Background: an optimization exercise with open tools, aiming at small area, a short achievable clock period and few clock cycles per item. Do not read the settings as production practice. RTL that was checked went through simulation tests only; none was proved equivalent to the original.

==> inputs of yarrow <==
Design ascon128_stream, start of the top module:
module ascon128_stream #(
    parameter R = 1
)(
input          clk, rst,
input          start, enc,
input  [127:0] key, nonce,
input          in_valid,
output         in_ready,
input   [63:0] in_data,
input    [3:0] in_bytes,
input          in_ad,
output         out_valid,
output  [63:0] out_data,
output         tag_valid,
output [127:0] tag
);
localparam [3:0]  LAST = 12 - R;
localparam [63:0] IV   = 64'h80400c0600000000;
reg  [63:0] S0, S1, S2, S3, S4;
reg        idle_q, rnd_q, init_q, fin_q, wait_q, tag_q, txt_q, enc_q, fix_q;
reg  [3:0] cnt;
reg        take_q;     
reg        ov_q;
reg        pend_q, ad_q;
reg  [3:0] len_q;
wire [7:0] m_q, pad_q;
wire       last_q = !len_q[3];
genvar q;
generate
for (q = 0; q < 8; q = q + 1) begin : lens
    assign m_q[q]   = (q < len_q);
    assign pad_q[q] = (q == len_q);
end
endgenerate
wire [63:0] x0 [0:R];
wire [63:0] x1 [0:R];
wire [63:0] x2 [0:R];
wire [63:0] x3 [0:R];
wire [63:0] x4 [0:R];
assign x0[0] = S0;
assign x1[0] = S1;
assign x2[0] = S2;
assign x3[0] = S3;
assign x4[0] = S4;
  ...
Settings: LEC_CHECK=0, CAP_MARGIN=20, CORE_MARGIN=2, CORE_UTILIZATION=50, CTS_CLUSTER_DIAMETER=100, CTS_CLUSTER_SIZE=24, PLACE_DENSITY=0.75, SLEW_MARGIN=50, SYNTH_HIERARCHICAL=1; clock period 10.0 ns.
standard.sh (not shown) runs the stock make flow with config.mk's settings and CLKGATE_MAP_FILE= SYNTH_SCRIPT=/design/flow/synth_recipe.tcl, a recipe that flattens the netlist after the stock synthesis.
==> flow/flow/run.sh <==
#!/bin/bash
# The standard layout (standard.sh), with plain buffers (buf_1) on the
# ports instead of the default delay-cell buffers. Every port still gets
# its own buffer. The make output goes to standard.log.
set -euo pipefail
export BUFFER_PORTS_ARGS="-buffer_cell sky130_fd_sc_hd__buf_1"
bash standard.sh > standard.log 2>&1
==> garnet: changes against yarrow <==
==> flow/design.v (replaced) <==
`timescale 1ns / 1ps
module ASCON_XOR2(input a, b, output y);
assign y = a ^ b;
endmodule
module ASCON_XNOR2(input a, b, output y);
assign y = ~(a ^ b);
endmodule
module ASCON_ORN(input a, b, output y);    
assign y = a | ~b;
endmodule
module ASCON_SBOX_COL(
input  [4:0] x,
output [4:0] y
);
wire a0, a2, a4;
wire n0, n1, n2, n3, n4;
wire c0, c1, c3;
ASCON_XOR2 ua0 (.a(x[0]), .b(x[4]), .y(a0));
ASCON_XOR2 ua2 (.a(x[2]), .b(x[1]), .y(a2));
ASCON_XOR2 ua4 (.a(x[4]), .b(x[3]), .y(a4));
ASCON_ORN  un0 (.a(x[1]), .b(a2),   .y(n0));
ASCON_ORN  un1 (.a(a2),   .b(x[3]), .y(n1));
ASCON_ORN  un2 (.a(x[3]), .b(a4),   .y(n2));
ASCON_ORN  un3 (.a(a4),   .b(a0),   .y(n3));
ASCON_ORN  un4 (.a(a0),   .b(x[1]), .y(n4));
ASCON_XNOR2 uc0 (.a(a0),   .b(n0), .y(c0));
ASCON_XNOR2 uc1 (.a(x[1]), .b(n1), .y(c1));
ASCON_XOR2  uc2 (.a(a2),   .b(n2), .y(y[2]));    
ASCON_XNOR2 uc3 (.a(x[3]), .b(n3), .y(c3));
ASCON_XNOR2 uc4 (.a(a4),   .b(n4), .y(y[4]));    
ASCON_XOR2  uy0 (.a(c0), .b(y[4]), .y(y[0]));
ASCON_XOR2  uy1 (.a(c1), .b(c0),   .y(y[1]));
ASCON_XNOR2 uy3 (.a(c3), .b(y[2]), .y(y[3]));    
endmodule
module ASCON_SBOX(
input  [63:0] Xark0, Xark1, Xark2, Xark3, Xark4,
output [63:0] Xsb0, Xsb1, Xsb2, Xsb3, Xsb4
);
genvar i;
generate
for (i = 0; i < 64; i = i + 1) begin : col
    ASCON_SBOX_COL s (
        .x({Xark4[i], Xark3[i], Xark2[i], Xark1[i], Xark0[i]}),
        .y({Xsb4[i], Xsb3[i], Xsb2[i], Xsb1[i], Xsb0[i]})
    );
end
endgenerate
endmodule
`timescale 1ns / 1ps
module ASCON_LIN(input [63:0] x, output [63:0] y);
parameter N1 = 0;
parameter N2 = 0;
wire [63:0] r1 = (x >> N1) | (x << (64 - N1));
wire [63:0] r2 = (x >> N2) | (x << (64 - N2));
wire [63:0] t;
genvar i;
generate
for (i = 0; i < 64; i = i + 1) begin : b
    ASCON_XOR2 x1 (.a(x[i]), .b(r1[i]), .y(t[i]));
    ASCON_XOR2 x2 (.a(t[i]), .b(r2[i]), .y(y[i]));
end
endgenerate
endmodule
module ASCON_ROUND_FUNCTION(
input  [63:0] Xi0, Xi1, Xi2, Xi3, Xi4,
input   [3:0] rnd,
output [63:0] Xo0, Xo1, Xo2, Xo3, Xo4
);
wire [63:0] s0, s1, s2, s3, s4;
ASCON_SBOX sbox (
    .Xark0(Xi0), .Xark1(Xi1), .Xark2(Xi2 ^ {56'b0, ~rnd, rnd}), .Xark3(Xi3), .Xark4(Xi4),
    .Xsb0(s0), .Xsb1(s1), .Xsb2(s2), .Xsb3(s3), .Xsb4(s4)
);
ASCON_LIN #(19, 28) l0 (.x(s0), .y(Xo0));
ASCON_LIN #(61, 39) l1 (.x(s1), .y(Xo1));
ASCON_LIN #( 1,  6) l2 (.x(s2), .y(Xo2));
ASCON_LIN #(10, 17) l3 (.x(s3), .y(Xo3));
ASCON_LIN #( 7, 41) l4 (.x(s4), .y(Xo4));
endmodule
`timescale 1ns / 1ps
module ASCON_AO22(input a, b, c, e, output y);    
assign y = (a & b) | (c & e);
endmodule
module ASCON_AO21(input a, b, c, output y);       
assign y = (a & b) | c;
endmodule
module ASCON_XAND(input a, b, c, output y);       
assign y = a ^ (b & c);
endmodule
module ASCON_NEXT(input s, r, ws, rs, i, output d);
wire b;
ASCON_AO22 ub (.a(s), .b(ws), .c(r), .e(rs), .y(b));
ASCON_XOR2 ud (.a(b), .b(i), .y(d));
endmodule
module ASCON_NEXT_K(input s, r, ws, rs, k, e, output d);
wire b;
ASCON_AO22 ub (.a(s), .b(ws), .c(r), .e(rs), .y(b));
ASCON_XAND ud (.a(b), .b(k), .c(e), .y(d));
endmodule
module ASCON_NEXT_0(input s, r, ws, rs, x, e, output d, o);
wire b;
ASCON_AO22 ub (.a(s), .b(ws), .c(r), .e(rs), .y(b));
ASCON_XAND ud (.a(b), .b(x), .c(e), .y(d));
ASCON_XOR2 uo (.a(r), .b(x), .y(o));
endmodule
module ASCON_NEXT_0C(input s, r, ws, rs, x, e, c, output d, o);
wire b, i;
ASCON_AO22 ub (.a(s), .b(ws), .c(r), .e(rs), .y(b));
ASCON_AO21 ui (.a(x), .b(e), .c(c), .y(i));
ASCON_XOR2 ud (.a(b), .b(i), .y(d));
ASCON_XOR2 uo (.a(r), .b(x), .y(o));
endmodule
`timescale 1ns / 1ps
module ASCON_CREG #(
    parameter RV = 1'b0
)(
input      clk, rst, d,
output reg q
);
always @(posedge clk, posedge rst) begin
    if (rst)
        q <= RV;
    else
        q <= d;
end
endmodule
`timescale 1ns / 1ps
module ascon128_stream #(
    parameter R = 1
)(
input          clk, rst,
input          start, enc,
input  [127:0] key, nonce,
input          in_valid,
output         in_ready,
input   [63:0] in_data,
input    [3:0] in_bytes,
input          in_ad,
output         out_valid,
output  [63:0] out_data,
output         tag_valid,
output [127:0] tag
);
localparam [3:0]  LAST = 12 - R;
localparam [63:0] IV   = 64'h80400c0600000000;
reg  [63:0] S0, S1, S2, S3, S4;
reg  [63:0] O;
reg        idle_q, rnd_q, init_q, fin_q, wait_q, tag_q, txt_q, enc_q;
reg  [3:0] cnt;
reg        take_q;     
reg        ov_q;
reg        pend_q, ad_q, last_q;
reg  [7:0] m_q, pad_q;
wire [63:0] x0 [0:R];
wire [63:0] x1 [0:R];
wire [63:0] x2 [0:R];
wire [63:0] x3 [0:R];
wire [63:0] x4 [0:R];
assign x0[0] = S0;
assign x1[0] = S1;
assign x2[0] = S2;
assign x3[0] = S3;
assign x4[0] = S4;
genvar g;
generate
for (g = 0; g < R; g = g + 1) begin : rounds
    ASCON_ROUND_FUNCTION rf (
        .Xi0(x0[g]), .Xi1(x1[g]), .Xi2(x2[g]), .Xi3(x3[g]), .Xi4(x4[g]),
        .rnd(cnt + g[3:0]),
        .Xo0(x0[g+1]), .Xo1(x1[g+1]), .Xo2(x2[g+1]), .Xo3(x3[g+1]), .Xo4(x4[g+1])
    );
end
endgenerate
wire last_rnd = rnd_q & (cnt == LAST);
wire absorb   = take_q;
wire a_txt    = absorb & !ad_q;
wire a_fin    = a_txt & last_q;
wire a_dec    = a_txt & !enc_q;
wire ds       = a_txt & !txt_q;                   
wire [7:0] e_byte    = m_q & {8{absorb}};         
wire [7:0] rs_byte;                              
wire [7:0] pad_byte  = pad_q & {8{absorb}};       
localparam NC = 8;
localparam NK = 4;
wire [NC-1:0] z_c, ws_c, rs_c;
wire [NK-1:0] kst_c, k12_c;
wire idle_d, wait_d, kst_d, k12_d;
genvar c;
generate
for (c = 0; c < NC; c = c + 1) begin : cz
    ASCON_CREG #(.RV(1'b1)) rz (.clk(clk), .rst(rst), .d(idle_d), .q(z_c[c]));
    ASCON_CREG #(.RV(1'b0)) rw (.clk(clk), .rst(rst), .d(wait_d & !idle_d), .q(ws_c[c]));
    ASCON_CREG #(.RV(1'b0)) rr (.clk(clk), .rst(rst), .d(!wait_d & !idle_d), .q(rs_c[c]));
end
for (c = 0; c < NK; c = c + 1) begin : ck
    ASCON_CREG #(.RV(1'b0)) rk  (.clk(clk), .rst(rst), .d(kst_d), .q(kst_c[c]));
    ASCON_CREG #(.RV(1'b1)) r12 (.clk(clk), .rst(rst), .d(k12_d), .q(k12_c[c]));
end
endgenerate
wire [63:0] d0, d1, d2, d3, d4, o_d;
wire [63:0] inj3, inj4;
genvar i;
generate
for (i = 0; i < 64; i = i + 1) begin : bits
    localparam integer J = 7 - i / 8;             
    localparam integer C = i / (64 / NC);         
    localparam integer K = i / (64 / NK);         
    if (i % 8 == 0) begin : kb
        assign rs_byte[J] = rs_c[C] & !(m_q[J] & a_dec);
    end
    if ((i % 8 == 7) || IV[i]) begin : w0c
        wire c = ((i % 8 == 7) ? pad_byte[J] : 1'b0) | (IV[i] ? z_c[C] : 1'b0);
        ASCON_NEXT_0C n0 (.s(S0[i]), .r(x0[R][i]), .ws(ws_c[C]), .rs(rs_byte[J]),
                          .x(in_data[i]), .e(e_byte[J]), .c(c), .d(d0[i]), .o(o_d[i]));
    end else begin : w0
        ASCON_NEXT_0  n0 (.s(S0[i]), .r(x0[R][i]), .ws(ws_c[C]), .rs(rs_byte[J]),
                          .x(in_data[i]), .e(e_byte[J]), .d(d0[i]), .o(o_d[i]));
    end
    ASCON_NEXT_K n1 (.s(S1[i]), .r(x1[R][i]), .ws(ws_c[C]), .rs(rs_c[C]),
                     .k(key[64+i]), .e(k12_c[K]), .d(d1[i]));
    ASCON_NEXT_K n2 (.s(S2[i]), .r(x2[R][i]), .ws(ws_c[C]), .rs(rs_c[C]),
                     .k(key[i]), .e(k12_c[K]), .d(d2[i]));
    ASCON_AO22 k3 (.a(key[64+i]), .b(kst_c[K]), .c(nonce[64+i]), .e(z_c[C]), .y(inj3[i]));
    ASCON_NEXT n3 (.s(S3[i]), .r(x3[R][i]), .ws(ws_c[C]), .rs(rs_c[C]), .i(inj3[i]), .d(d3[i]));
    ASCON_AO22 k4 (.a(key[i]), .b(kst_c[K]), .c(nonce[i]), .e(z_c[C]), .y(inj4[i]));
    if (i == 0) begin : w4ds
        ASCON_NEXT n4 (.s(S4[i]), .r(x4[R][i]), .ws(ws_c[C]), .rs(rs_c[C]), .i(inj4[i] ^ ds), .d(d4[i]));
    end else begin : w4
        ASCON_NEXT n4 (.s(S4[i]), .r(x4[R][i]), .ws(ws_c[C]), .rs(rs_c[C]), .i(inj4[i]), .d(d4[i]));
    end
end
endgenerate
always @(posedge clk) begin
    S0 <= d0;
    S1 <= d1;
    S2 <= d2;
    S3 <= d3;
    S4 <= d4;
    O  <= o_d;
end
reg        idle_n, rnd_d, init_d, fin_d, tag_d, txt_d, enc_d;
reg  [3:0] cnt_d;
always @(*) begin
    idle_n = idle_q;
    rnd_d  = rnd_q;
    init_d = init_q;
    fin_d  = fin_q;
    tag_d  = 1'b0;
    txt_d  = txt_q | a_txt;
    enc_d  = enc_q;
    cnt_d  = wait_q ? cnt : cnt + R[3:0];
    if (idle_q && start) begin
        idle_n = 1'b0;
        rnd_d  = 1'b1;
        init_d = 1'b1;
        fin_d  = 1'b0;
        txt_d  = 1'b0;
        enc_d  = enc;
        cnt_d  = 4'd0;
    end
    if (tag_q)
        idle_n = 1'b1;
    if (last_rnd && fin_q) begin
        rnd_d = 1'b0;
        tag_d = 1'b1;
    end
    if (absorb) begin
        init_d = 1'b0;
        fin_d  = a_fin;
        cnt_d  = a_fin ? 4'd0 : 4'd6;
    end
end
wire nl_d   = rnd_d & !fin_d & (cnt_d == LAST);
wire pend_d = in_valid & !(in_valid & take_q);
wire take_d = nl_d & pend_d;
assign idle_d = idle_n;
assign wait_d = nl_d & !pend_d;
assign kst_d  = rnd_d & (cnt_d == LAST) & (fin_d | (init_d & take_d));
assign k12_d = idle_d | (take_d & !in_ad & !in_bytes[3]);
always @(posedge clk, posedge rst) begin
    if (rst) begin
        idle_q <= 1'b1;
        rnd_q  <= 1'b0;
        init_q <= 1'b0;
        fin_q  <= 1'b0;
        wait_q <= 1'b0;
        tag_q  <= 1'b0;
        txt_q  <= 1'b0;
        enc_q  <= 1'b0;
        cnt    <= 4'd0;
        take_q <= 1'b0;
        ov_q   <= 1'b0;
        pend_q <= 1'b0;
    end else begin
        idle_q <= idle_d;
        rnd_q  <= rnd_d;
        init_q <= init_d;
        fin_q  <= fin_d;
        wait_q <= wait_d;
        tag_q  <= tag_d;
        txt_q  <= txt_d;
        enc_q  <= enc_d;
        cnt    <= cnt_d;
        take_q <= take_d;
        ov_q   <= a_txt;
        pend_q <= pend_d;
    end
end
integer k;
always @(posedge clk) begin
    ad_q   <= in_ad;
    last_q <= !in_bytes[3];
    for (k = 0; k < 8; k = k + 1) begin
        m_q[k]   <= (k < in_bytes);
        pad_q[k] <= (k == in_bytes);
    end
end
assign in_ready  = take_q;
assign out_valid = ov_q;
assign out_data  = O;
assign tag_valid = tag_q;
assign tag       = {S3, S4};
endmodule
--- a/flow/config.mk
+++ b/flow/config.mk
@@ -5,11 +5,11 @@
 export SDC_FILE = /design/flow/constraint.sdc
 export NUM_CORES = 8
 export LEC_CHECK = 0
 export CAP_MARGIN = 20
 export CORE_MARGIN = 2
-export CORE_UTILIZATION = 50
+export CORE_UTILIZATION = 55
 export CTS_CLUSTER_DIAMETER = 100
 export CTS_CLUSTER_SIZE = 24
 export PLACE_DENSITY = 0.75
 export SLEW_MARGIN = 50
 export SYNTH_HIERARCHICAL = 1
==> umber: changes against yarrow <==
--- a/flow/design.v
+++ b/flow/design.v
@@ -116,15 +116,22 @@
 wire b, i;
 ASCON_AO22 ub (.a(s), .b(ws), .c(r), .e(rs), .y(b));
 ASCON_XAND ui (.a(t), .b(k), .c(e), .y(i));
 ASCON_XOR2 ud (.a(b), .b(i), .y(d));
 endmodule
-module ASCON_NEXT_0C(input s, r, ws, rs, x, e, c, output d);
+module ASCON_NEXT_0(input s, r, ws, rs, x, e, output d, o);
+wire b;
+ASCON_AO22 ub (.a(s), .b(ws), .c(r), .e(rs), .y(b));
+ASCON_XAND ud (.a(b), .b(x), .c(e), .y(d));
+ASCON_XOR2 uo (.a(r), .b(x), .y(o));
+endmodule
+module ASCON_NEXT_0C(input s, r, ws, rs, x, e, c, output d, o);
 wire b, i;
 ASCON_AO22 ub (.a(s), .b(ws), .c(r), .e(rs), .y(b));
 ASCON_AO21 ui (.a(x), .b(e), .c(c), .y(i));
 ASCON_XOR2 ud (.a(b), .b(i), .y(d));
+ASCON_XOR2 uo (.a(r), .b(x), .y(o));
 endmodule
 `timescale 1ns / 1ps
 module ASCON_CREG #(
     parameter RV = 1'b0
 )(
@@ -156,11 +163,12 @@
 output [127:0] tag
 );
 localparam [3:0]  LAST = 12 - R;
 localparam [63:0] IV   = 64'h80400c0600000000;
 reg  [63:0] S0, S1, S2, S3, S4;
-reg        idle_q, rnd_q, init_q, fin_q, wait_q, tag_q, txt_q, enc_q, fix_q;
+reg  [63:0] O;
+reg        idle_q, rnd_q, init_q, fin_q, wait_q, tag_q, txt_q, enc_q;
 reg  [3:0] cnt;
 reg        take_q;     
 reg        ov_q;
 reg        pend_q, ad_q;
 reg  [3:0] len_q;
@@ -197,55 +205,54 @@
 wire absorb   = take_q;
 wire a_txt    = absorb & !ad_q;
 wire a_fin    = a_txt & last_q;
 wire a_dec    = a_txt & !enc_q;
 wire ds       = a_txt & !txt_q;                   
-wire [7:0] e_byte    = m_q & {8{absorb | fix_q}};  
-wire [7:0] ws_byte;                              
+wire [7:0] e_byte    = m_q & {8{absorb}};         
+wire [7:0] rs_byte;                              
 wire [7:0] pad_byte  = pad_q & {8{absorb}};       
 localparam NC = 4;
 localparam NZ = 2;
 localparam NK = 2;
 wire [NC-1:0] ws_c, rs_c;
 wire [NZ-1:0] z_c;
 wire [NK-1:0] kst_c, k12_c;
-wire idle_d, wait_d, kst_d, k12_d, take_d, fix_d;
+wire idle_d, wait_d, kst_d, k12_d, take_d;
 wire [7:0] rc_inj;
 genvar c;
 generate
 for (c = 0; c < NZ; c = c + 1) begin : cz
     ASCON_CREG #(.RV(1'b1)) rz (.clk(clk), .rst(rst), .d(idle_d), .q(z_c[c]));
 end
 for (c = 0; c < NC; c = c + 1) begin : cw
     ASCON_CREG #(.RV(1'b0)) rw (.clk(clk), .rst(rst), .d(wait_d & !idle_d), .q(ws_c[c]));
     ASCON_CREG #(.RV(1'b0)) rr (.clk(clk), .rst(rst), .d(!wait_d & !idle_d), .q(rs_c[c]));
 end
-wire dtxt_d = !in_ad & !enc_q;
-ASCON_CREG #(.RV(1'b0)) rin (.clk(clk), .rst(rst), .d((take_d & !dtxt_d) | fix_d), .q(in_ready));
+ASCON_CREG #(.RV(1'b0)) rin (.clk(clk), .rst(rst), .d(take_d), .q(in_ready));
 for (c = 0; c < NK; c = c + 1) begin : ck
     ASCON_CREG #(.RV(1'b0)) rk  (.clk(clk), .rst(rst), .d(kst_d), .q(kst_c[c]));
     ASCON_CREG #(.RV(1'b1)) r12 (.clk(clk), .rst(rst), .d(k12_d), .q(k12_c[c]));
 end
 endgenerate
-wire [63:0] d0, d1, d2, d3, d4;
+wire [63:0] d0, d1, d2, d3, d4, o_d;
 genvar i;
 generate
 for (i = 0; i < 64; i = i + 1) begin : bits
     localparam integer J = 7 - i / 8;             
     localparam integer C = i / (64 / NC);         
     localparam integer Z = i / (64 / NZ);         
     localparam integer K = i / (64 / NK);         
     if (i % 8 == 0) begin : kb
-        assign ws_byte[J] = ws_c[C] & !(m_q[J] & fix_q);
+        assign rs_byte[J] = rs_c[C] & !(m_q[J] & a_dec);
     end
     if ((i % 8 == 7) || IV[i]) begin : w0c
         wire cb = ((i % 8 == 7) ? pad_byte[J] : 1'b0) | (IV[i] ? z_c[Z] : 1'b0);
-        ASCON_NEXT_0C n0 (.s(S0[i]), .r(x0[R][i]), .ws(ws_byte[J]), .rs(rs_c[C]),
-                          .x(in_data[i]), .e(e_byte[J]), .c(cb), .d(d0[i]));
+        ASCON_NEXT_0C n0 (.s(S0[i]), .r(x0[R][i]), .ws(ws_c[C]), .rs(rs_byte[J]),
+                          .x(in_data[i]), .e(e_byte[J]), .c(cb), .d(d0[i]), .o(o_d[i]));
     end else begin : w0
-        ASCON_NEXT_K  n0 (.s(S0[i]), .r(x0[R][i]), .ws(ws_byte[J]), .rs(rs_c[C]),
-                          .k(in_data[i]), .e(e_byte[J]), .d(d0[i]));
+        ASCON_NEXT_0  n0 (.s(S0[i]), .r(x0[R][i]), .ws(ws_c[C]), .rs(rs_byte[J]),
+                          .x(in_data[i]), .e(e_byte[J]), .d(d0[i]), .o(o_d[i]));
     end
     ASCON_NEXT_K n1 (.s(S1[i]), .r(x1[R][i]), .ws(ws_c[C]), .rs(rs_c[C]),
                      .k(key[64+i]), .e(k12_c[K]), .d(d1[i]));
     if (i < 8) begin : w2rc
         ASCON_NEXT_KT n2 (.s(S2[i]), .r(x2[R][i]), .ws(ws_c[C]), .rs(rs_c[C]),
@@ -269,10 +276,11 @@
     S0 <= d0;
     S1 <= d1;
     S2 <= d2;
     S3 <= d3;
     S4 <= d4;
+    O  <= o_d;
 end
 reg        idle_n, rnd_d, init_d, fin_d, tag_d, txt_d, enc_d;
 reg  [3:0] cnt_d;
 always @(*) begin
     idle_n = idle_q;
@@ -280,11 +288,11 @@
     init_d = init_q;
     fin_d  = fin_q;
     tag_d  = 1'b0;
     txt_d  = txt_q | a_txt;
     enc_d  = enc_q;
-    cnt_d  = (wait_q | fix_q) ? cnt : cnt + R[3:0];
+    cnt_d  = wait_q ? cnt : cnt + R[3:0];
     if (idle_q && start) begin
         idle_n = 1'b0;
         rnd_d  = 1'b1;
         init_d = 1'b1;
         fin_d  = 1'b0;
@@ -305,15 +313,14 @@
     end
 end
 wire [3:0] rc_n   = idle_q ? 4'd0 : cnt_d;
 assign rc_inj     = wait_q ? 8'd0 : {~rc_n, rc_n};
 wire nl_d   = rnd_d & !fin_d & (cnt_d == LAST);
-wire pend_d = in_valid & !(in_valid & in_ready);
+wire pend_d = in_valid & !(in_valid & take_q);
 assign take_d = nl_d & pend_d;
 assign idle_d = idle_n;
-assign fix_d  = a_dec;
-assign wait_d = (nl_d & !pend_d) | fix_d;
+assign wait_d = nl_d & !pend_d;
 assign kst_d  = rnd_d & (cnt_d == LAST) & (fin_d | (init_d & take_d));
 assign k12_d = idle_d | (take_d & !in_ad & !in_bytes[3]);
 always @(posedge clk, posedge rst) begin
     if (rst) begin
         idle_q <= 1'b1;
@@ -326,11 +333,10 @@
         enc_q  <= 1'b0;
         cnt    <= 4'd0;
         take_q <= 1'b0;
         ov_q   <= 1'b0;
         pend_q <= 1'b0;
-        fix_q  <= 1'b0;
     end else begin
         idle_q <= idle_d;
         rnd_q  <= rnd_d;
         init_q <= init_d;
         fin_q  <= fin_d;
@@ -340,17 +346,16 @@
         enc_q  <= enc_d;
         cnt    <= cnt_d;
         take_q <= take_d;
         ov_q   <= a_txt;
         pend_q <= pend_d;
-        fix_q  <= fix_d;
     end
 end
 always @(posedge clk) begin
     ad_q   <= in_ad;
     len_q  <= in_bytes;
 end
 assign out_valid = ov_q;
-assign out_data  = S0;
+assign out_data  = O;
 assign tag_valid = tag_q;
 assign tag       = {S3, S4};
 endmodule
--- a/flow/config.mk
+++ b/flow/config.mk
@@ -3,11 +3,11 @@
 export DESIGN_NICKNAME = ascon128_stream
 export VERILOG_FILES = /design/flow/design.v
 export SDC_FILE = /design/flow/constraint.sdc
 export NUM_CORES = 8
 export LEC_CHECK = 0
-export CAP_MARGIN = 20
+export CAP_MARGIN = 0
 export CORE_MARGIN = 2
 export CORE_UTILIZATION = 50
 export CTS_CLUSTER_DIAMETER = 100
 export CTS_CLUSTER_SIZE = 24
 export PLACE_DENSITY = 0.75
==> impl_metrics.py <==
metrics = {
    "synthesis": {
        "muxShareOfSynthArea": 0.0006674,
    },
    "floorplanning": {
        "initial_core_util": 0.5545,
    },
    "worst_setup_path": {
        "crit_start": "cnt[0]",
        "cpMaxStageDelayCell": "xor2_1",
    },
    "outcome": {
        "status": "finished clean",
    },
}
(the above is from garnet)
==> impl_metrics.py <==
metrics = {
    "worst_setup_path": {
        "crit_start": "S3[12]",
        "cpMaxStageDelayCell": "dfxtp_1",
    },
    "outcome": {
        "status": "finished clean",
    },
    "synthesis": {
        "muxShareOfSynthArea": 0.001430,
    },
    "floorplanning": {
        "initial_core_util": 0.5064,
    },
}
(the above is from umber)
==> impl_metrics.py <==
metrics = {
    "outcome": {
        "status": "finished clean",
    },
    "worst_setup_path": {
        "crit_start": "S1[37]",
        "cpMaxStageDelayCell": "xor2_1",
    },
    "floorplanning": {
        "initial_core_util": 0.5029,
        "rows": 88,
    },
    "global_route": {
        "antenna_found_initial": 4,
    },
    "synthesis": {
        "netlist_instances": 3123,
    },
    "placement": {
        "portBuffers": 524,
    },
}
(the above is from yarrow)
Testbench counts of umber, summed over its fixed seeds: cycles 23,122, bytes 19,747.
The RTL of yarrow and garnet was laid out without a check of its function.

re-timing with driven ports:
The flow's constraints put no driver on any port. The routed layouts listed below were extracted and timed again, unchanged, in two steps. Step 1 sets driving cells, clkbuf_16 on the clock port and buf_2 on the other inputs (assumed; they add their load-dependent delay and slew). Step 2 adds t to the input delays and takes it off the output delays; t is the mean of the earliest and latest rising clock arrival at the registers after step 1. Input paths then give back, and output paths get back, about the clock's delay inside the block. Three values: no drivers, after step 1, after step 2; two values: the first two.
run	t (ns)	setup slack, ns	worst slew at a driven data input, ns
yarrow	0.655	6.446 / 6.446 / 6.329	0.08
garnet	0.679	6.480 / 6.480 / 6.480	0.09
umber	0.664	6.616 / 6.552 / 6.436	0.10
After both steps every run listed still meets setup and hold. The setup slack of umber, which loses most, moves by -0.064 ns with the drivers and by -0.180 ns with both steps.
